What follows belongs to an exercise in optimizing a design on an open flow for small area, a short achievable clock period and few clock cycles per item; a production flow would make more cautious choices. RTL that was checked went through simulation tests only; none was proved equivalent to the original. Power and IR drop assume default switching activity.

==> module MGT_01_booth_row, before the edit <==
module MGT_01_booth_row
(
  input  logic        one_i, two_i, neg_i,
  input  logic [33:0] y_i,
  output logic [33:0] pp_o
);
  genvar j;
  generate
    for (j = 0; j < 34; j++) begin : g_bit
      if (j == 0) begin : g_lsb
        MGT_01_booth_bit u_bit (.one_i(one_i), .two_i(two_i), .neg_i(neg_i),
                                .y_i(y_i[0]), .ym1_i(1'b0), .pp_o(pp_o[0]));
      end else if (j == 33) begin : g_msb
        MGT_01_booth_bit_n u_bit (.one_i(one_i), .two_i(two_i), .neg_i(neg_i),
                                  .y_i(y_i[33]), .ym1_i(y_i[32]), .pp_o(pp_o[33]));
      end else begin : g_mid
        MGT_01_booth_bit u_bit (.one_i(one_i), .two_i(two_i), .neg_i(neg_i),
                                .y_i(y_i[j]), .ym1_i(y_i[j-1]), .pp_o(pp_o[j]));
      end
    end
  endgenerate
endmodule
==> module MGT_01_booth_bit_n, before the edit <==
module MGT_01_booth_bit_n
(
  input  logic one_i, two_i, neg_i, y_i, ym1_i,
  output logic pp_o
);
  assign pp_o = ~(((one_i & y_i) | (two_i & ym1_i)) ^ neg_i);
endmodule
Settings: LEC_CHECK=0, CAP_MARGIN=20, CORE_MARGIN=2, CORE_UTILIZATION=55, PLACE_DENSITY=0.65, SLEW_MARGIN=20, SYNTH_HIERARCHICAL=1, SYNTH_MINIMUM_KEEP_SIZE=0; clock period 10.0 ns.
standard.sh (not shown) runs the stock make flow with config.mk's settings and CLKGATE_MAP_FILE= SYNTH_SCRIPT=/design/flow/synth_recipe.tcl, a recipe that flattens the netlist after the stock synthesis.
==> flow/flow/run.sh <==
#!/bin/bash
# Layout flow: the standard ORFS flow (standard.sh), with
#  - buf_1 cells as the port buffers (buffer_ports' default pick is a slow
#    delay cell); every input and output port still gets its own buffer
#  - the Booth rows' a22oi_2 gates from synthesis sized down to a22oi_1
#    (same function and pins); timing repair sizes up what it needs
#  - timing repair aiming at a setup margin below the clock period
# Each tool's output goes to synth.log and standard.log.
set -e
export BUFFER_PORTS_ARGS="-buffer_cell sky130_fd_sc_hd__buf_1"
export SETUP_SLACK_MARGIN=${MARGIN:-6.5}
RES=orfs/results/sky130hd/MGT_01_mul_unit/base
bash standard.sh $PWD/$RES/1_2_yosys.v > synth.log 2>&1
sed -i 's/sky130_fd_sc_hd__a22oi_2 /sky130_fd_sc_hd__a22oi_1 /' $RES/1_2_yosys.v
bash standard.sh > standard.log 2>&1
The starting point finished clean.
Testbench counts at the start, summed over its fixed seeds: cycles 19,200, items 3,200.
Next try:
--- a/flow/design.v
+++ b/flow/design.v
@@ -10,10 +10,10 @@
       if (j == 0) begin : g_lsb
         MGT_01_booth_bit u_bit (.one_i(one_i), .two_i(two_i), .neg_i(neg_i),
                                 .y_i(y_i[0]), .ym1_i(1'b0), .pp_o(pp_o[0]));
       end else if (j == 33) begin : g_msb
-        MGT_01_booth_bit_n u_bit (.one_i(one_i), .two_i(two_i), .neg_i(neg_i),
-                                  .y_i(y_i[33]), .ym1_i(y_i[32]), .pp_o(pp_o[33]));
+        MGT_01_booth_bit u_bit (.one_i(one_i), .two_i(two_i), .neg_i(~neg_i),
+                                .y_i(y_i[33]), .ym1_i(y_i[32]), .pp_o(pp_o[33]));
       end else begin : g_mid
         MGT_01_booth_bit u_bit (.one_i(one_i), .two_i(two_i), .neg_i(neg_i),
                                 .y_i(y_i[j]), .ym1_i(y_i[j-1]), .pp_o(pp_o[j]));
       end
@@ -26,15 +26,8 @@
   output logic pp_o
 );
   assign pp_o = ((one_i & y_i) | (two_i & ym1_i)) ^ neg_i;
 endmodule
-module MGT_01_booth_bit_n
-(
-  input  logic one_i, two_i, neg_i, y_i, ym1_i,
-  output logic pp_o
-);
-  assign pp_o = ~(((one_i & y_i) | (two_i & ym1_i)) ^ neg_i);
-endmodule
 module MGT_01_fa
 (
   input  logic a_i, b_i, c_i,
   output logic s_o, c_o
Non-clock buffer count falls by 1.
Cell count is about the same.
Sequential share of layout area is about the same.
Via count rises slightly.
Setup slack got worse by 0.018 ns.
Design area stays flat.
Routed wire length falls slightly.
Clock power is about the same.
Only the layout flow was run in the second run of this note; the RTL was not checked for function there.

-- what the ideal ports hide --
The flow's constraints put no driver on any port. The routed layouts listed below were extracted and timed again, unchanged, in two steps. Step 1: set_driving_cell puts a clkbuf_16 on clk_i and a buf_2 on each other input, an assumption about the parent block. Step 2 adds t to the input delays and takes it off the output delays; t is the mean of the earliest and latest rising clock arrival at the registers after step 1. Input paths then give back, and output paths get back, about the clock's delay inside the block. Three values: no drivers, after step 1, after step 2; two values: the first two.
run	t, ns	setup WS [ns]	worst hold slack (ns)	worst setup path at the end	pins driven straight from the clock port
the first run	0.494	6.594 / 6.596 / 6.130	0.627 / 0.627 / 0.627	input to register	1
the second run	0.485	6.576 / 6.576 / 6.164	0.621 / 0.621 / 0.621	input to register	1
After both steps setup and hold are still met in every run listed. The setup slack of the first run, which loses most, moves by +0.002 ns with the drivers and by -0.464 ns with both steps.
